From an optimization exercise on the open Yosys and OpenROAD flow, aimed at small area; shortcuts taken in it are not production practice.
In this exercise RTL edits were held to simulation tests only and were not proved equivalent to the original.
Power and IR drop assume default switching activity.

`flow/config.mk`:
```
export PLATFORM = sky130hd
export DESIGN_NAME = sdram_pro_top
export DESIGN_NICKNAME = sdram_pro_top
export VERILOG_FILES = /design/flow/design.v
export SDC_FILE = /design/flow/constraint.sdc
export NUM_CORES = 4
export LEC_CHECK = 0
export CAP_MARGIN = 20
export CORE_MARGIN = 2
export CORE_UTILIZATION = 40
export SLEW_MARGIN = 20
```
`flow/constraint.sdc`:
```
create_clock -name core_clock -period 8.0 [get_ports {sys_clk}]
set_input_delay 1.6000 -clock core_clock [delete_from_list [all_inputs] [get_ports {sys_clk}]]
set_output_delay 1.6000 -clock core_clock [all_outputs]
set_load 0.01 [all_outputs]
```
`flow/design.v`:
```
module sdram_pro_arbit(
		input					sys_clk					,
		input					sys_rst_n				,
		input   wire    [3:0]   init_cmd    			,    
		input   wire            init_end    			,    
		input   wire    [1:0]   init_bank				,    
		input   wire    [12:0]  init_addr   			,    
		input   wire            atref_req				,    
		input   wire            atref_end				,    
		input   wire    [3:0]   atref_cmd				,    
		input   wire    [1:0]   atref_bank				,    
		input   wire    [12:0]  atref_addr				,    
		input   wire            wr_req     				,    
		input   wire    [1:0]   wr_bank					,    
		input   wire            wr_end     				,    
		input   wire    [3:0]   wr_cmd     				,    
		input   wire    [12:0]  wr_addr    				,    
		input   wire            rd_req      			,    
		input   wire            rd_end      			,    
		input   wire    [3:0]   rd_cmd      			,    
		input   wire    [12:0]  rd_addr     			,    
		input   wire    [1:0]   rd_bank					,    
		output  reg             atref_en    			,    
		output  reg             wr_en       			,    
		output  reg             rd_en       			,    
		output  wire            sdram_cke   			,    
		output	reg		[2:0]	cur_state				,
		output	reg		[2:0]	next_state				
);
	parameter INIT 			= 'd0;
	parameter ARBIT 		= 'd1;
	parameter AUTO_REFRESH 	= 'd2;
	parameter WRITE 		= 'd3;
	parameter READ 			= 'd4;
	assign sdram_cke = 1'b1;
	always @(posedge sys_clk or negedge sys_rst_n) begin
		if(!sys_rst_n) begin
			cur_state <= INIT;
		end
		else begin
			cur_state <= next_state;
		end
	end
	always @(*) begin
		case(cur_state)
			INIT :begin
				if(init_end) begin
					next_state = ARBIT;
				end
				else begin
					next_state = INIT;
				end
			end
			ARBIT : begin  
				if((atref_req && wr_end) || (atref_req && rd_end) || (atref_req && !wr_req && !rd_req)) begin  
					next_state = AUTO_REFRESH;
				end
				else if(wr_req && !atref_req) begin
					next_state = WRITE;
				end
				else if(rd_req && !atref_req) begin
					next_state = READ;
				end
				else begin
					next_state = ARBIT;
				end
			end
			AUTO_REFRESH : begin
				if(atref_end) begin
					next_state = ARBIT;
				end
				else begin
					next_state = AUTO_REFRESH;
				end
			end	
			WRITE : begin
				if(wr_end) begin
					next_state = ARBIT;
				end
				else begin
					next_state = WRITE;
				end
			end
			READ : begin
				if(rd_end) begin
					next_state = ARBIT;
				end
				else begin
					next_state = READ;
				end
			end
			default : begin
				next_state = ARBIT;
			end
		endcase
	end
	always @(posedge sys_clk or negedge sys_rst_n) begin
		if(!sys_rst_n) begin
			atref_en   <= 1'b0;
			wr_en      <= 1'b0;
			rd_en      <= 1'b0;
		end
		else begin
			case(cur_state)
				INIT : begin
					atref_en <= 1'b0;
					wr_en    <= 1'b0;
					rd_en    <= 1'b0;
				end
				ARBIT : begin
					atref_en <= 1'b0;
					wr_en    <= 1'b0;
					rd_en    <= 1'b0;
				end
				AUTO_REFRESH : begin
					atref_en <= 1'b1;
					wr_en    <= 1'b0;
					rd_en    <= 1'b0;
				end
				WRITE : begin
					atref_en <= 1'b0;
					wr_en    <= 1'b1;
					rd_en    <= 1'b0;					
				end
				READ : begin
					atref_en <= 1'b0;
					wr_en    <= 1'b0;
					rd_en    <= 1'b1;	
				end
				default : begin
					atref_en <= 1'b0;
					wr_en    <= 1'b0;
					rd_en    <= 1'b0;
				end
			endcase
		end
	end
endmodule
module sdram_pro_init(
		input					sys_clk					,
		input					sys_rst_n				,
		output	reg	[ 3:0]		init_cmd				,
		output	reg	[11:0]		init_addr				,
		output	reg	[ 1:0]		init_bank				,
		output	reg				init_end
);
	parameter	INIT_IDLE			= 3'd0;
	parameter	INIT_PRECHARGE		= 3'd1;
	parameter	INIT_AT_REFRESH_1	= 3'd2;  
	parameter	INIT_Trc_1			= 3'd3;  
	parameter	INIT_AT_REFRESH_2	= 3'd4;  
	parameter	INIT_Trc_2			= 3'd5;  
	parameter	INIT_MODE_RESGISTER	= 3'd6;
	parameter	INIT_END			= 3'd7;
	parameter	CNT_200US			= 10000;
	parameter	CNT_TRP				= 2;  
	parameter	CNT_TRC				= 4;  
	parameter	CNT_TMRD			= 3;  
	reg [ 2:0] cur_state, next_state;
	reg	[13:0] cnt_wait_200us;
	wire flag_200us;
	reg [1:0] cnt_trp;
	wire flag_trp;
	reg [1:0] cnt_trc;
	wire flag_trc;
	reg [1:0] cnt_mrd;
	wire flag_mrd;
	assign flag_200us = (cnt_wait_200us == CNT_200US - 1'b1) ? 1'b1 : 1'b0;	
	assign flag_trp = (cnt_trp == CNT_TRP - 1'b1) ? 1'b1 : 1'b0;
	assign flag_trc = (cnt_trc == CNT_TRC - 1'b1) ? 1'b1 : 1'b0;
	assign flag_mrd = (cnt_mrd == CNT_TMRD - 1'b1) ? 1'b1 : 1'b0;
	always @(posedge sys_clk or negedge sys_rst_n) begin
		if(!sys_rst_n) begin
			cnt_wait_200us <= 'd0;
		end
		else if(cur_state == INIT_IDLE) begin
			if(cnt_wait_200us == CNT_200US - 1'b1) begin
				cnt_wait_200us <= CNT_200US;
			end
			else begin
				cnt_wait_200us <= cnt_wait_200us + 1'b1;
			end
		end
		else begin
			cnt_wait_200us <= 'd0;
		end
	end
	always @(posedge sys_clk or negedge sys_rst_n) begin
		if(!sys_rst_n) begin
			cnt_trp <= 'd0;
		end
		else if(cur_state == INIT_PRECHARGE) begin
			cnt_trp <= cnt_trp + 1'b1;
		end
		else begin
			cnt_trp <= 'd0;
		end
	end
	always @(posedge sys_clk or negedge sys_rst_n) begin
		if(!sys_rst_n) begin
			cnt_trc <= 'd0;
		end
		else if(cur_state == INIT_Trc_1 || cur_state == INIT_Trc_2) begin
			cnt_trc <= cnt_trc + 1'b1;
		end
		else begin
			cnt_trc <= 'd0;
		end
	end
	always @(posedge sys_clk or negedge sys_rst_n) begin
		if(!sys_rst_n) begin
			cnt_mrd <= 'd0;
		end
		else if(cur_state == INIT_MODE_RESGISTER) begin
			cnt_mrd <= cnt_mrd + 1'b1;
		end
		else begin
			cnt_mrd <= 'd0;
		end
	end
	always @(posedge sys_clk or negedge sys_rst_n) begin
		if(!sys_rst_n) begin
			cur_state <= INIT_IDLE;
		end
		else begin
			cur_state <= next_state;
		end
	end
	always @(*) begin
		case(cur_state) 
			INIT_IDLE : begin
				if(flag_200us) begin
					next_state = INIT_PRECHARGE;
				end
				else begin
					next_state = INIT_IDLE;
				end
			end
			INIT_PRECHARGE : begin
				if(flag_trp) begin  
					next_state = INIT_AT_REFRESH_1;
				end
				else begin
					next_state = INIT_PRECHARGE;
				end
			end
			INIT_AT_REFRESH_1 : begin
				next_state = INIT_Trc_1;
			end
			INIT_Trc_1 : begin
				if(flag_trc) begin  
					next_state = INIT_AT_REFRESH_2;
				end
				else begin
					next_state = INIT_Trc_1;
				end
			end
			INIT_AT_REFRESH_2 : begin
				next_state = INIT_Trc_2;
			end
			INIT_Trc_2 : begin
				if(flag_trc) begin  
					next_state = INIT_MODE_RESGISTER;
				end
				else begin
					next_state = INIT_Trc_2;
				end
			end
			INIT_MODE_RESGISTER : begin
					next_state = INIT_END;
			end
			INIT_END : begin
				next_state = INIT_END;
			end
			default : begin
				next_state = INIT_IDLE;
			end
		endcase
	end
	always @(posedge sys_clk or negedge sys_rst_n) begin
		if(!sys_rst_n) begin
			init_cmd  <= 4'b0111;
			init_addr <= 12'hfff;
			init_bank <= 2'b11;
			init_end  <= 1'b0;
		end
		else begin
			case(cur_state) 
				INIT_IDLE : begin
					init_cmd  <= 4'b0111;
					init_addr <= 12'hfff;
					init_bank <= 2'b11;
					init_end  <= 1'b0;
				end
				INIT_PRECHARGE : begin
					init_cmd  <= 4'b0010;
					init_addr <= 12'hfff;  
					init_bank <= 2'b11;
				end
				INIT_AT_REFRESH_1 : begin
					init_cmd  <= 4'b0001;
					init_addr <= 12'hfff;
					init_bank <= 2'b11;
				end
				INIT_Trc_1 : begin
					init_cmd  <= 4'b0111;
					init_addr <= 12'hfff;
					init_bank <= 2'b11;
				end
				INIT_AT_REFRESH_2 : begin
					init_cmd  <= 4'b0001;
					init_addr <= 12'hfff;
					init_bank <= 2'b11;
				end
				INIT_Trc_2 : begin
					init_cmd  <= 4'b0111;
					init_addr <= 12'hfff;
					init_bank <= 2'b11;
				end
				INIT_MODE_RESGISTER : begin
					init_cmd  <= 4'b0000;
					init_addr <= 12'b00_0_00_011_0_111;  
					init_bank <= 2'b00;
				end
				INIT_END : begin
					init_cmd  <= 4'b0111;
					init_addr <= 12'hfff;
					init_bank <= 2'b11;
					init_end  <= 1'b1;
				end
				default : begin
					init_cmd  <= 4'b0111;
					init_addr <= 12'hfff;
					init_bank <= 2'b11;
					init_end  <= 1'b0;
				end
			endcase
		end
	end
endmodule
module sdram_pro_autorefresh(
		input					sys_clk					,
		input					sys_rst_n				,
		input					init_end				,   
		output	reg	[ 3:0]		atref_cmd				,
		output	reg	[ 1:0]		atref_bank				,
		output	reg [11:0]		atref_addr				,
		output	reg				atref_end				,
		input					atref_en				,
		output	reg				atref_req
);
	parameter ATREF_IDLE		= 3'd0; 
	parameter ATREF_PRECHARGE	= 3'd1;
	parameter ATREF_ATREF 		= 3'd2;
	parameter ATREF_END 		= 3'd3;
	parameter CNT_15US			= 750;
	parameter CNT_TRP			= 2;  
	parameter CNT_TRC			= 4;  
	reg [2:0] cur_state, next_state;
	reg [9:0] cnt_15us;
	wire flag_cnt_15us;
	reg [1:0] cnt_trp;
	wire flag_trp;
	reg [1:0] cnt_trc;
	wire flag_trc;
	assign flag_cnt_15us = (cnt_15us == CNT_15US - 1'b1) ? 1'b1 : 1'b0;
	assign flag_trp = (cnt_trp == CNT_TRP - 1'b1) ? 1'b1 : 1'b0;
	assign flag_trc = (cnt_trc == CNT_TRC - 1'b1) ? 1'b1 : 1'b0;
	always @(posedge sys_clk or negedge sys_rst_n) begin
		if(!sys_rst_n) begin
			cnt_15us <= 'd0;
		end
		else if(init_end) begin
			if(cnt_15us == CNT_15US - 1'b1) begin
				cnt_15us <= 'd0;
			end
			else begin
				cnt_15us <= cnt_15us + 1'b1;
			end
		end
	end
	always @(posedge sys_clk or negedge sys_rst_n) begin
		if(!sys_rst_n) begin
			cnt_trp <= 'd0;
		end
		else if(cur_state == ATREF_PRECHARGE) begin
			cnt_trp <= cnt_trp + 1'b1;
		end
		else begin
			cnt_trp <= 'd0;
		end
	end
	always @(posedge sys_clk or negedge sys_rst_n) begin
		if(!sys_rst_n) begin
			cnt_trc <= 'd0;
		end
		else if(cur_state == ATREF_END) begin
			cnt_trc <= cnt_trc + 1'b1;
		end
		else begin
			cnt_trc <= 'd0;
		end
	end
	always @(posedge sys_clk or negedge sys_rst_n) begin
		if(!sys_rst_n) begin
			atref_req <= 1'b0;
		end
		else if(flag_cnt_15us) begin   
			atref_req <= 1'b1;
		end
		else if(atref_end) begin   
			atref_req <= 1'b0;
		end
		else begin
			atref_req <= atref_req;
		end
	end
	always @(posedge sys_clk or negedge sys_rst_n) begin
		if(!sys_rst_n) begin
			cur_state <= ATREF_IDLE;
		end
		else begin
			cur_state <= next_state;
		end
	end
	always @(*) begin
		case(cur_state)
			ATREF_IDLE : begin
				if(atref_en) begin   
					next_state = ATREF_PRECHARGE;
				end
				else begin
					next_state = ATREF_IDLE;
				end
			end
			ATREF_PRECHARGE : begin
				if(flag_trp) begin
					next_state = ATREF_ATREF;
				end
				else begin
					next_state = ATREF_PRECHARGE;
				end
			end
			ATREF_ATREF : begin
				next_state = ATREF_END;
			end
			ATREF_END : begin
				if(flag_trc) begin
					next_state = ATREF_IDLE;
				end
				else begin
					next_state = ATREF_END;
				end
			end
			default : begin
				next_state = ATREF_IDLE;
			end
		endcase
	end
	always @(posedge sys_clk or negedge sys_rst_n) begin
		if(!sys_rst_n) begin
			atref_cmd	<= 4'b0111;
			atref_bank	<= 2'b11;
			atref_addr	<= 12'hfff;
			atref_end	<= 1'b0;
		end
		else begin
			case(cur_state)
				ATREF_IDLE : begin
					atref_cmd	<= 4'b0111;
					atref_bank	<= 2'b11;
					atref_addr	<= 12'hfff;
					atref_end	<= 1'b0;
				end
				ATREF_PRECHARGE : begin
					atref_cmd	<= 4'b0010;
					atref_bank	<= 2'b11;
					atref_addr	<= 12'hfff;
					atref_end	<= 1'b0;
				end
				ATREF_ATREF : begin
					atref_cmd	<= 4'b0001;
					atref_bank	<= 2'b11;
					atref_addr	<= 12'hfff;
					atref_end	<= 1'b0;
				end
				ATREF_END : begin
					atref_cmd	<= 4'b0111;
					atref_bank	<= 2'b11;
					atref_addr	<= 12'hfff;
					atref_end	<= 1'b1;
				end
				default : begin
					atref_cmd	<= 4'b0111;
					atref_bank	<= 2'b11;
					atref_addr	<= 12'hfff;
					atref_end	<= 1'b0;
				end
			endcase
		end
	end
endmodule
module sdram_pro_write(
		input					sys_clk						,
		input					sys_rst_n					,
		input		[9:0]		wr_burst_len				,  
		input		[15:0]		wr_data						,  
		input		[22:0]		wr_addr						,  
		input					init_end					,  
		output	reg	[3:0]		wr_sdram_cmd				,
		output	reg	[11:0]		wr_sdram_addr				,
		output	reg	[1:0]		wr_sdram_bank				,
		output	reg				wr_end						,
		output					wr_ack						,  
		output		[15:0]		wr_sdram_data				,  
		output	reg				wr_sdram_en					,  
		input					wr_en						   
);
	parameter WR_IDLE 			= 'd0;
	parameter WR_ACTIVE 		= 'd1;
	parameter WR_TRCD 			= 'd2;
	parameter WR_WRITE_BEGIN 	= 'd3;  
	parameter WR_WRITE_DATA 	= 'd4;  
	parameter WR_TERMINATE 		= 'd5;  
	parameter WR_PRECHARGE 		= 'd6; 
	parameter WR_TRP 			= 'd7; 
	parameter WR_END 			= 'd8; 
	parameter	CNT_TRP			= 2;  
	parameter	CNT_TRC			= 4;  
	reg [3:0] cur_state, next_state;
	reg [1:0] cnt_trp;
	wire flag_trp;
	reg [1:0] cnt_trc;
	wire flag_trc;
	reg [9:0] cnt_burst;
	wire flag_burst_end;
	wire flag_ack;
	assign wr_ack = flag_ack;
	assign wr_sdram_data = flag_ack ? wr_data : 'd999;
	always @(posedge sys_clk or negedge sys_rst_n) begin
		if(!sys_rst_n) begin
			wr_sdram_en <= 1'b0;
		end
		else begin
			wr_sdram_en <= wr_ack;
		end
	end
	assign flag_trc = (cnt_trc == CNT_TRC - 1'b1) ? 1'b1 : 1'b0;
	assign flag_trp = (cnt_trp == CNT_TRP - 1'b1) ? 1'b1 : 1'b0;
	assign flag_burst_end = (cnt_burst == wr_burst_len - 'd1) ? 1'b1 : 1'b0;
	assign flag_ack = (cnt_burst <= wr_burst_len - 'd1) && 
						(cur_state == WR_WRITE_DATA || cur_state == WR_WRITE_BEGIN) 
						? 1'b1 : 1'b0;
	always @(posedge sys_clk or negedge sys_rst_n) begin
		if(!sys_rst_n) begin
			cnt_trc <= 'd0;
		end
		else if(cur_state == WR_TRCD) begin
			cnt_trc <= cnt_trc + 1'b1;
		end
		else begin
			cnt_trc <= 'd0;
		end
	end
	always @(posedge sys_clk or negedge sys_rst_n) begin
		if(!sys_rst_n) begin
			cnt_trp <= 'd0;
		end
		else if(cur_state == WR_TRP) begin
			cnt_trp <= cnt_trp + 1'b1;
		end
		else begin
			cnt_trp <= 'd0;
		end
	end
	always @(posedge sys_clk or negedge sys_rst_n) begin
		if(!sys_rst_n) begin
			cnt_burst <= 'd0;
		end
		else if(cur_state == WR_WRITE_DATA) begin
			cnt_burst <= cnt_burst + 1'b1;
		end
		else begin
			cnt_burst <= 'd0;
		end
	end
	always @(posedge sys_clk or negedge sys_rst_n) begin
		if(!sys_rst_n) begin
			cur_state <= WR_IDLE;
		end
		else begin
			cur_state <= next_state;
		end
	end
	always @(*) begin
		case(cur_state)
			WR_IDLE : begin
				if(init_end && wr_en) begin	 
					next_state = WR_ACTIVE;
				end
				else begin
					next_state = WR_IDLE;
				end
			end
			WR_ACTIVE : begin
				next_state = WR_TRCD;
			end
			WR_TRCD : begin  
				if(flag_trc) begin
					next_state = WR_WRITE_BEGIN;
				end
				else begin
					next_state = WR_TRCD;
				end
			end
			WR_WRITE_BEGIN : begin  
				next_state = WR_WRITE_DATA;
			end
			WR_WRITE_DATA : begin  
				if(flag_burst_end) begin
					next_state = WR_TERMINATE;
				end
				else begin
					next_state = WR_WRITE_DATA;
				end
			end
			WR_TERMINATE : begin
				next_state = WR_PRECHARGE;
			end
			WR_PRECHARGE : begin  
				next_state = WR_TRP;
			end
			WR_TRP : begin
				if(flag_trp) begin
					next_state = WR_END;
				end
				else begin
					next_state = WR_TRP;
				end
			end
			WR_END : begin
				if(wr_en) begin
					next_state = WR_IDLE;
				end
				else begin
					next_state = WR_END;
				end
			end
			default : begin
				next_state = WR_IDLE;
			end
		endcase
	end
	always @(posedge sys_clk or negedge sys_rst_n) begin
		if(!sys_rst_n) begin
			wr_sdram_cmd	<= 4'b0111;
			wr_sdram_addr	<= 12'hfff;
			wr_sdram_bank	<= 2'b11;
			wr_end			<= 1'b0;
		end
		else begin
			case(cur_state) 
				WR_IDLE : begin
					wr_sdram_cmd	<= 4'b0010;
					wr_sdram_addr	<= 12'hfff;
					wr_sdram_bank	<= 2'b11;
					wr_end			<= 1'b0;
				end
				WR_ACTIVE : begin
					wr_sdram_cmd	<= 4'b0011;
					wr_sdram_addr	<= 12'h000;
					wr_sdram_bank	<= 2'b00;
					wr_end			<= 1'b0;
				end
				WR_TRCD : begin
					wr_sdram_cmd	<= 4'b0111;
					wr_sdram_addr	<= 12'hfff;
					wr_sdram_bank	<= 2'b11;
					wr_end			<= 1'b0;
				end
				WR_WRITE_BEGIN : begin
					wr_sdram_cmd	<= 4'b0100;
					wr_sdram_addr	<= 12'h000;
					wr_sdram_bank	<= 2'b00;
					wr_end			<= 1'b0;
				end
				WR_WRITE_DATA : begin
					if(cnt_burst == wr_burst_len - 1'b1) begin
						wr_sdram_cmd	<= 4'b0110;
						wr_sdram_addr	<= 12'hfff;
						wr_sdram_bank	<= 2'b11;
						wr_end			<= 1'b0;
					end
					else begin
						wr_sdram_cmd	<= 4'b0111;
						wr_sdram_addr	<= 12'hfff;
						wr_sdram_bank	<= 2'b11;
						wr_end			<= 1'b0;
					end
				end
				WR_TERMINATE : begin
					wr_sdram_cmd	<= 4'b0110;
					wr_sdram_addr	<= 12'hfff;
					wr_sdram_bank	<= 2'b11;
					wr_end			<= 1'b0;
				end
				WR_PRECHARGE : begin
					wr_sdram_cmd	<= 4'b0010;
					wr_sdram_addr	<= 12'hfff;
					wr_sdram_bank	<= 2'b11;
					wr_end			<= 1'b0;
				end
				WR_TRP : begin
					wr_sdram_cmd	<= 4'b0111;
					wr_sdram_addr	<= 12'hfff;
					wr_sdram_bank	<= 2'b11;
					wr_end			<= 1'b1;   
				end
				WR_END : begin
					wr_sdram_cmd	<= 4'b0111;
					wr_sdram_addr	<= 12'hfff;
					wr_sdram_bank	<= 2'b11;
					wr_end			<= 1'b1;
				end
				default : begin
					wr_sdram_cmd	<= 4'b0111;
					wr_sdram_addr	<= 12'hfff;
					wr_sdram_bank	<= 2'b11;
					wr_end			<= 1'b0;
				end
			endcase
		end
	end
endmodule
module sdram_pro_read(
		input					sys_clk					,
		input					sys_rst_n				,
		input					init_end				,  
		input		[22:0]		rd_addr					,  
		input		[9:0]		rd_burst_len			,
		input		[15:0]		rd_sdram_data			,  
		output	reg				rd_data_valid			,  
		output					rd_ack					,  
		output	reg				rd_end					,
		output	reg	[15:0]		rd_data_out				,
		output	reg	[3:0]		rd_sdram_cmd			,
		output	reg	[11:0]		rd_sdram_addr			,
		output	reg	[1:0]		rd_sdram_bank			,
		input					rd_en					
);
	parameter RD_IDLE 			= 'd0;
	parameter RD_ACTIVE 		= 'd1;
	parameter RD_TRCD 			= 'd2;
	parameter RD_READ_CMD 		= 'd3;
	parameter RD_CAS_LATENCY 	= 'd4;
	parameter RD_READ_DATA 		= 'd5;
	parameter RD_TERMINATE 		= 'd6;
	parameter RD_PRECHARGE 		= 'd7;
	parameter RD_TRP 			= 'd8;
	parameter RD_END 			= 'd9;
	reg [3:0] cur_state, next_state;
	parameter	CNT_TRP			= 2;  
	parameter	CNT_TRC			= 4;  
	parameter	CNT_CAS_LATENCY	= 3;  
	reg [1:0] cnt_trp;
	wire flag_trp;
	reg [1:0] cnt_trc;
	wire flag_trc;
	reg [1:0] cnt_cas_latency;
	wire flag_cas_latency;
	reg [9:0] cnt_burst;
	wire flag_burst_end;
	assign flag_trc = (cnt_trc == CNT_TRC - 1'b1) ? 1'b1 : 1'b0;
	assign flag_trp = (cnt_trp == CNT_TRP - 1'b1) ? 1'b1 : 1'b0;
	assign flag_cas_latency = (cnt_cas_latency == CNT_CAS_LATENCY - 1'b1) ? 1'b1 : 1'b0;
	assign flag_burst_end = (cnt_burst == rd_burst_len - 'd4) ? 1'b1 : 1'b0;
	always @(posedge sys_clk or negedge sys_rst_n) begin
		if(!sys_rst_n) begin
			cnt_trc <= 'd0;
		end
		else if(cur_state == RD_TRCD) begin
			cnt_trc <= cnt_trc + 1'b1;
		end
		else begin
			cnt_trc <= 'd0;
		end
	end
	always @(posedge sys_clk or negedge sys_rst_n) begin
		if(!sys_rst_n) begin
			cnt_trp <= 'd0;
		end
		else if(cur_state == RD_TRP) begin
			cnt_trp <= cnt_trp + 1'b1;
		end
		else begin
			cnt_trp <= 'd0;
		end
	end
	always @(posedge sys_clk or negedge sys_rst_n) begin
		if(!sys_rst_n) begin
			cnt_cas_latency <= 'd0;
		end
		else if(cur_state == RD_CAS_LATENCY) begin
			cnt_cas_latency <= cnt_cas_latency + 1'b1;
		end
		else begin
			cnt_cas_latency <= 'd0;
		end
	end
	always @(posedge sys_clk or negedge sys_rst_n) begin
		if(!sys_rst_n) begin
			cnt_burst <= 'd0;
		end
		else if(cur_state == RD_READ_DATA) begin
			cnt_burst <= cnt_burst + 1'b1;
		end
		else begin
			cnt_burst <= 'd0;
		end
	end
	always @(posedge sys_clk or negedge sys_rst_n) begin
		if(!sys_rst_n) begin
			cur_state <= RD_IDLE;
		end	
		else begin
			cur_state <= next_state;
		end
	end
	always @(*) begin
		case(cur_state) 
			RD_IDLE : begin
				if(rd_en) begin
					next_state = RD_ACTIVE;
				end
				else begin
					next_state = RD_IDLE;
				end
			end
			RD_ACTIVE : begin
				next_state = RD_TRCD;
			end
			RD_TRCD : begin
				if(flag_trc) begin
					next_state = RD_READ_CMD;
				end
				else begin
					next_state = RD_TRCD;
				end
			end
			RD_READ_CMD : begin  
				next_state = RD_CAS_LATENCY;
			end
			RD_CAS_LATENCY : begin  
				if(flag_cas_latency) begin
					next_state = RD_READ_DATA;
				end
				else begin
					next_state = RD_CAS_LATENCY;
				end
			end
			RD_READ_DATA : begin
				if(flag_burst_end) begin
					next_state = RD_TERMINATE;
				end
				else begin
					next_state = RD_READ_DATA;
				end
			end
			RD_TERMINATE : begin
				next_state = RD_PRECHARGE;
			end
			RD_PRECHARGE : begin
				next_state = RD_TRP;
			end
			RD_TRP : begin
				if(flag_trp) begin
					next_state = RD_END;
				end
				else begin
					next_state = RD_TRP;
				end
			end
			RD_END : begin  
				if(rd_en) begin
					next_state = RD_IDLE;
				end
				else begin
					next_state = RD_END;
				end
			end
			default : begin
				next_state = RD_IDLE;
			end
		endcase
	end
	always @(posedge sys_clk or negedge sys_rst_n) begin
		if(!sys_rst_n) begin
			rd_sdram_cmd  <= 4'b0111;
			rd_sdram_addr <= 12'hfff;
			rd_sdram_bank <= 2'b11;
			rd_end        <= 1'b0;
			rd_data_out   <= 16'd0;
			rd_data_valid <= 1'b0;
		end
		else begin
			case(cur_state) 
				RD_IDLE : begin
					rd_sdram_cmd  <= 4'b0111;
					rd_sdram_addr <= 12'hfff;
					rd_sdram_bank <= 2'b11;
					rd_end        <= 1'b0;
				end
				RD_ACTIVE : begin
					rd_sdram_cmd  <= 4'b0011;
					rd_sdram_addr <= 12'h000;
					rd_sdram_bank <= 2'b00;
					rd_end        <= 1'b0;
				end
				RD_TRCD : begin
					rd_sdram_cmd  <= 4'b0111;
					rd_sdram_addr <= 12'hfff;
					rd_sdram_bank <= 2'b11;
					rd_end        <= 1'b0;
				end
				RD_READ_CMD : begin
					rd_sdram_cmd  <= 4'b0101;
					rd_sdram_addr <= 12'h000;
					rd_sdram_bank <= 2'b00;
					rd_end        <= 1'b0;
				end
				RD_CAS_LATENCY : begin
					rd_sdram_cmd  <= 4'b0111;
					rd_sdram_addr <= 12'hfff;
					rd_sdram_bank <= 2'b11;
					rd_end        <= 1'b0;
				end
				RD_READ_DATA : begin
					if(cnt_burst == rd_burst_len - 'd4) begin
						rd_sdram_cmd	<= 4'b0110;
						rd_sdram_addr	<= 12'hfff;
						rd_sdram_bank	<= 2'b11;
						rd_end			<= 1'b0;
					end
					else begin
						rd_sdram_cmd	<= 4'b0111;
						rd_sdram_addr   <= 12'hfff;
						rd_sdram_bank   <= 2'b11;
						rd_end          <= 1'b0;
						rd_data_out     <= rd_sdram_data;
						rd_data_valid   <= 1'b1;  
					end
				end
				RD_TERMINATE : begin
					rd_sdram_cmd  <= 4'b0110;
					rd_sdram_addr <= 12'hfff;
					rd_sdram_bank <= 2'b11;
					rd_end        <= 1'b0;
					rd_data_out   <= 16'd0;
					rd_data_valid <= 1'b0;  
				end
				RD_PRECHARGE : begin
					rd_sdram_cmd  <= 4'b0010;
					rd_sdram_addr <= 12'hfff;
					rd_sdram_bank <= 2'b11;
					rd_end        <= 1'b0;
				end
				RD_TRP : begin
					rd_sdram_cmd  <= 4'b0111;
					rd_sdram_addr <= 12'hfff;
					rd_sdram_bank <= 2'b11;
					rd_end        <= 1'b1;
				end
				RD_END : begin
					rd_sdram_cmd  <= 4'b0111;
					rd_sdram_addr <= 12'hfff;
					rd_sdram_bank <= 2'b11;
					rd_end        <= 1'b1;
				end
				default : begin
					rd_sdram_cmd  <= 4'b0111;
					rd_sdram_addr <= 12'hfff;
					rd_sdram_bank <= 2'b11;
					rd_end        <= 1'b0;
				end
			endcase
		end
	end
endmodule
module sdram_pro_top(
		input					sys_clk					,
		input					sys_rst_n				,
		input		[15:0]		sdram_data_in			,
		input		[9:0]		WR_BURST_LEN			,
		input					sdram_wr_req			,
		input		[22:0]		sdram_wr_addr			,  
		output  	            sdram_wr_ack    		,  
		input					sdram_rd_req			,
		input		[9:0]		RD_BURST_LEN			,
		input		[22:0]		sdram_rd_addr			,  
		output		[15:0]		sdram_data_out			,
		output  	            sdram_rd_ack    		,  
		output					sdram_cke				,
		output	reg	[3:0]		sdram_cmd				,
		output	reg	[1:0]		sdram_bank				,
		output	reg	[11:0]		sdram_addr				,
		input		[15:0]		sdram_dq_in				,  
		output		[15:0]		sdram_dq_out			,  
		output					sdram_dq_oe				   
);
	wire [3:0]  init_cmd;
	wire [11:0] init_addr;
	wire [1:0]  init_bank;
	wire init_end;
	wire [3:0]  atref_cmd;
	wire [11:0] atref_addr;
	wire [1:0]  atref_bank;
	wire atref_req;
	wire atref_en;
	wire atref_end;
	wire [3:0]  wr_sdram_cmd;
	wire [11:0] wr_sdram_addr;
	wire [1:0]  wr_sdram_bank;
	wire [15:0]  wr_sdram_data;
	wire wr_end;
	wire wr_en;
	wire wr_data_valid;
	wire [3:0]  rd_sdram_cmd;
	wire [11:0] rd_sdram_addr;
	wire [1:0]  rd_sdram_bank;
	wire rd_end;
	wire rd_en;
	wire rd_data_valid;
	wire [2:0] cur_state;
	wire [2:0] next_state;
	assign sdram_dq_out = wr_sdram_data;
	assign sdram_dq_oe  = wr_data_valid;
	assign sdram_rd_ack = 1'b0;
	always @(*) begin
		if(cur_state == 'd3) begin
			sdram_addr = wr_sdram_addr;
			sdram_bank = wr_sdram_bank;
			sdram_cmd  = wr_sdram_cmd;
		end
		else if(cur_state == 'd4) begin
			sdram_addr = rd_sdram_addr;
			sdram_bank = rd_sdram_bank;
			sdram_cmd  = rd_sdram_cmd;
		end
		else if(cur_state == 'd0) begin
			sdram_addr = init_addr;
			sdram_bank = init_bank;
			sdram_cmd  = init_cmd;
		end
		else if(cur_state == 'd2) begin
			sdram_addr = atref_addr;
			sdram_bank = atref_bank;
			sdram_cmd  = atref_cmd;
		end
		else begin
			sdram_addr = 12'hfff;
			sdram_bank = 2'b11;
			sdram_cmd  = 4'b0111;
		end
	end
	sdram_pro_arbit U_sdram_pro_arbit(
		.sys_clk		(sys_clk		),
		.sys_rst_n		(sys_rst_n		),
		.init_cmd       (init_cmd		),
		.init_end       (init_end		),
		.init_bank      (init_bank		),
		.init_addr 		(init_addr 		),	
		.atref_req      (atref_req    	),
		.atref_end      (atref_end    	),
	    .atref_cmd      (atref_cmd    	),
	    .atref_bank     (atref_bank   	),
	    .atref_addr     (atref_addr   	),
	    .wr_req         (sdram_wr_req   ),
	    .wr_bank		(wr_sdram_bank	),
	    .wr_end         (wr_end			),
	    .wr_cmd         (wr_sdram_cmd   ),
	    .wr_addr        (wr_sdram_addr  ),
	    .rd_req         (sdram_rd_req   ),
	    .rd_end         (rd_end       	),
	    .rd_cmd         (rd_sdram_cmd   ),
	    .rd_addr        (rd_sdram_addr  ),
	    .rd_bank		(rd_sdram_bank	), 
	    .atref_en       (atref_en     	),
	    .wr_en          (wr_en        	),
	    .rd_en          (rd_en        	),
		.sdram_cke      (sdram_cke    	),
		.cur_state		(cur_state		),	
		.next_state		(next_state		)
	);
	sdram_pro_init  U_sdram_pro_init(
		.sys_clk   		(sys_clk    	),
		.sys_rst_n 		(sys_rst_n  	),
		.init_cmd   	(init_cmd   	),
		.init_bank		(init_bank		),
		.init_addr  	(init_addr  	),
		.init_end   	(init_end   	)
	);
	sdram_pro_autorefresh U_sdram_pro_autorefresh(
		.sys_clk		(sys_clk		),
		.sys_rst_n		(sys_rst_n		),
		.init_end		(init_end		),
		.atref_en		(atref_en   	),
		.atref_req		(atref_req		),
		.atref_addr		(atref_addr		),
		.atref_cmd		(atref_cmd		),
		.atref_bank		(atref_bank 	),
		.atref_end		(atref_end  	)
	);
	sdram_pro_write U_sdram_pro_write(
		.sys_clk        (sys_clk		),
		.sys_rst_n      (sys_rst_n      ),
		.init_end       (init_end       ),
		.wr_en          (wr_en          ),
		.wr_addr        (sdram_wr_addr  ),
		.wr_data        (sdram_data_in  ),
		.wr_burst_len   (WR_BURST_LEN   ),
		.wr_ack         (sdram_wr_ack   ),
		.wr_end         (wr_end         ),
		.wr_sdram_cmd	(wr_sdram_cmd	),
		.wr_sdram_bank	(wr_sdram_bank	),
		.wr_sdram_addr	(wr_sdram_addr	),
		.wr_sdram_en    (wr_data_valid  ),
		.wr_sdram_data  (wr_sdram_data  )
	);
	sdram_pro_read  U_sdram_pro_read(
		.sys_clk       	(sys_clk        ),
		.sys_rst_n     	(sys_rst_n      ),
		.init_end       (init_end       ),
		.rd_en          (rd_en          ),
		.rd_addr        (sdram_rd_addr	),
		.rd_sdram_data  (sdram_dq_in    ),
		.rd_burst_len   (WR_BURST_LEN   ),
		.rd_ack         (               ),
		.rd_end         (rd_end         ),
		.rd_sdram_cmd	(rd_sdram_cmd	),
		.rd_sdram_bank	(rd_sdram_bank	),
		.rd_sdram_addr	(rd_sdram_addr	),
		.rd_data_valid	(rd_data_valid	),
		.rd_data_out	(sdram_data_out	)
	);
endmodule
```
`flow/run.sh`:
```
#!/bin/bash
# synth_recipe.tcl (not shown) runs the flow's synth.tcl, then flattens the netlist and writes it again
# the make line also repeats each setting of config.mk as NAME=value (left out here)
make -C /OpenROAD-flow-scripts/flow DESIGN_CONFIG=/design/flow/config.mk WORK_HOME=/design/flow/orfs CLKGATE_MAP_FILE= SYNTH_SCRIPT=/design/flow/synth_recipe.tcl finish
```
==> results.txt <==
first-pass GRT wire length 21600 µm; VDD IR-drop max 0.162 mV; most frequent cells in the layout 103 x dfrtp_1, 95 x clkdlybuf4s50_1, 68 x nor2_1; Die Ht 128 µm; Mapped Area just over 0.006 mm²; maximum clock rate about 150 MHz; Max transition margin 39.1%; final worst-path cycle share 85.9%; fin nets 827; Ports between 150 and 200; DRT Wirelength 12500 µm; setup TNS 0 ns; initial antenna violation count 0; post-synthesis async set-or-reset flop share 100%; Core ar. between 0.015 and 0.02 mm²; routed vias 4590; Die X between 100 and 150 µm; aggregate global-route resource usage around 16%; Max-cap violations 0; P per Cell Area 278 mW/mm²; most common cell after layout, fill and taps aside dfrtp_1; Clock Latency Late Sink 0.41 ns; number of global-route vias before repair roughly 4.6k; Slew Viols, Final 0; post-synthesis cell type count 61; DR pass1 iterations 4; CTS Hold Buffers Added 0; #FFs+latches synth 118; die area 0.0164 mm²; RSZ-0062 raised after global routing no; Site Rows 45; Post-Synthesis Cells 616; Worst-Margin Slew 0.914 ns; Final Hold Fails 0; Multi-input gate area about 0.0029 mm²; Layout area overhead 26.0%; main flop type after synthesis dfrtp_1; DP Cell Count 861; worst-path maximum fanout 9; post-CTS setup buffers 0; CTS Buf Count 17; Seq/Total Area, Yosys 48.2%; Clock Pin Slew Worst Setup and Hold Paths 0.05 ns; I/O Buffers 96; CP arrival 5.28 ns; Yosys top cell area share a little over two fifths; TritonCTS clock tree done; Sequential cell area 0.00297 mm²; outcome finished clean; CTS H-tree lvls 4; share of cells above drive strength 1 roughly 8.8%; GR Overflow Total 0; clk_skew 0.00777 ns; clock sinks 118; Hold Path Class reg2reg; Tmin final around 6.9 ns; DRT iter0 DRCs 300; synth top area cells dfrtp_1 42%, ha_1 6.7%, dfstp_2 6.4%; Final HPWL DP 8910 µm; Starting Density 40.7%; leak pwr 3.45 nW; Ant. Diodes 0; Worst setup EP type output port; Crit Path Class in2out; Synth area leader dfrtp_1; CP required 6.40 ns; # DRC 0; largest net degree at the start of global routing 76; Clock Tree Buf Depth 2; CTS root buffer clkbuf_16; post_cts resized 0; Post-synth EDFFs 0; Yosys warning total 10; Setup violations, final 0; Worst setup SP type primary input; post-route ant nets 0; fillcell total around 1.4k; vias per cell slightly above 5; Routability Congestion 0.788; Final Non-Filler Cells approximately 890; Wirelength per Cell about 14 µm; Syn Area/Cell 10.0 µm²
==> Yosys cell counts, types with 5 or more instances <==
cell / instances
nor2b_1: 9
xnor2_1: 25
buf_4: 15
nand4_1: 11
and3_1: 17
a22o_1: 17
nand3b_1: 7
o21ai_0: 23
clkbuf_1: 21
o22a_1: 7
or3_1: 13
a21oi_1: 17
dfrtp_1: 103
nor3_1: 10
inv_1: 31
nand3_1: 18
dfstp_2: 15
ha_1: 33
xor2_1: 26
nor2_1: 68
nor4_1: 6
nand2b_1: 7
nand2_1: 46
and2_1: 5
==> critical path, stage by stage <==
cell,delay [ns]
clkdlybuf4s50_1,0.54
inv_1,0.14
ha_1,0.25
nor3b_1,0.38
nand2_1,0.14
nor3_1,0.22
xnor2_1,0.11
ha_1,0.31
nand4_1,0.07
or3_1,0.40
o211a_1,0.25
or3_1,0.37
clkdlybuf4s50_1,0.49
==> per-stage QoR <==
step	utilization, %	area (µm²)	hold WS (ns)	worst slack, ns	total power [W]
final	51.3	7770	0.430	1.12	0.00216
after global placement	47.2	7140	0.420	1.20	0.00135
after detailed placement	47.2	7140	0.425	1.14	0.00137
after floorplan	-	6170	0.407	2.47	0.00114
after CTS	51.3	7770	0.434	1.13	0.00218
after global routing	51.3	7770	0.443	0.825	0.00229
==> worst paths after layout <==
check	depth (start not counted)	start	slack, ns	to
hold / removal	1	U_sdram_pro_init.cnt_trc[0]	0.43	U_sdram_pro_init.cnt_trc[0]
min in group asynchronous	1	sys_rst_n	1.19	U_sdram_pro_write.wr_sdram_en
setup reg to reg	5	U_sdram_pro_read.cnt_burst[4]	5.76	U_sdram_pro_read.rd_data_out[14]
hold reg to reg	1	U_sdram_pro_init.cnt_trc[0]	0.43	U_sdram_pro_init.cnt_trc[0]
max in group asynchronous	2	sys_rst_n	5.46	U_sdram_pro_autorefresh.cnt_15us[7]
setup / recovery	13	WR_BURST_LEN[2]	1.12	sdram_dq_out[8]
==> cells by family after synthesis <==
kind of cell | count (synthesis) | synth area share, %
buf+inv | 72 | 5.68
flops | 118 | 48.2
xor+xnor | 51 | 7.24
fa+ha+maj | 33 | 6.69
simple gates | 234 | 19.5
compound gates | 101 | 11.7
other cells | 2 | 0.122
mux | 5 | 0.892
==> final cells by class <==
cell class	instances	share of cell area (%)
flip-flops and latches	118	38.2
multi-input cells	427	36.7
repair buffers	97	12.4
clock buffers	19	5.83
well taps	188	3.03
clock inverters	13	2.29
inverters	31	1.50
==> routing by layer <==
layer  vias to the layer above  global-route usage, %  routed length (µm)
met3                        14                   4.51                 441
met5                         -                      0                   0
met2                        87                   25.7                5850
met1                      2216                   22.0                5980
met4                         0                   5.88                 191
li1                       2273                      -                   -
==> power by group <==
| group | switching (W) | internal, W | leakage [nW] | total (W) |
|---|---|---|---|---|
| Clock | 0.000264 | 0.000535 | 0.309 | 0.000800 |
| Combinational | 0.000249 | 0.000284 | 1.60 | 0.000533 |
| Sequential | 0.000108 | 0.000717 | 1.54 | 0.000825 |
| Total | 0.000622 | 0.00154 | 3.45 | 0.00216 |
==> sequential cells by signal (all words and copies together), names as in the netlist, 3 cells and up <==
name,flops
U_sdram_pro_arbit.cur_state,3
U_sdram_pro_autorefresh.atref_cmd,3
U_sdram_pro_autorefresh.cnt_15us,10
U_sdram_pro_init.cnt_wait_200us,14
U_sdram_pro_init.cur_state,3
U_sdram_pro_init.init_cmd,3
U_sdram_pro_read.cnt_burst,10
U_sdram_pro_read.cur_state,4
U_sdram_pro_read.rd_data_out,16
U_sdram_pro_read.rd_sdram_cmd,3
U_sdram_pro_write.cnt_burst,10
U_sdram_pro_write.cur_state,4
U_sdram_pro_write.wr_sdram_cmd,3

-- what the ideal ports hide --
The flow's constraints put no driver on any port. The routed layout listed below was extracted and timed again, unchanged, in two steps. Step 1 (the two cells are an assumption about what drives the block):
set clk [get_ports {sys_clk}]
set_driving_cell -lib_cell sky130_fd_sc_hd__clkbuf_16 $clk
set_driving_cell -lib_cell sky130_fd_sc_hd__buf_2 [delete_from_list [all_inputs] $clk]
Step 2 also shifts input and output timing later by t, the mid clock arrival at the registers, as if the neighbouring blocks saw the same clock. Slacks: ideal ports / drivers / drivers and shift; pairs: ideal ports / drivers.
t (ns): 0.451
setup WS [ns]: 1.125 / 1.105 / 1.105
slew at the worst register clock pin (ns): 0.06 / 0.06
worst slew at a driven data input, ns: 0.04
After both steps this run still meets setup and hold. The setup slack of this run moves by -0.020 ns with the drivers and by -0.020 ns with both steps.
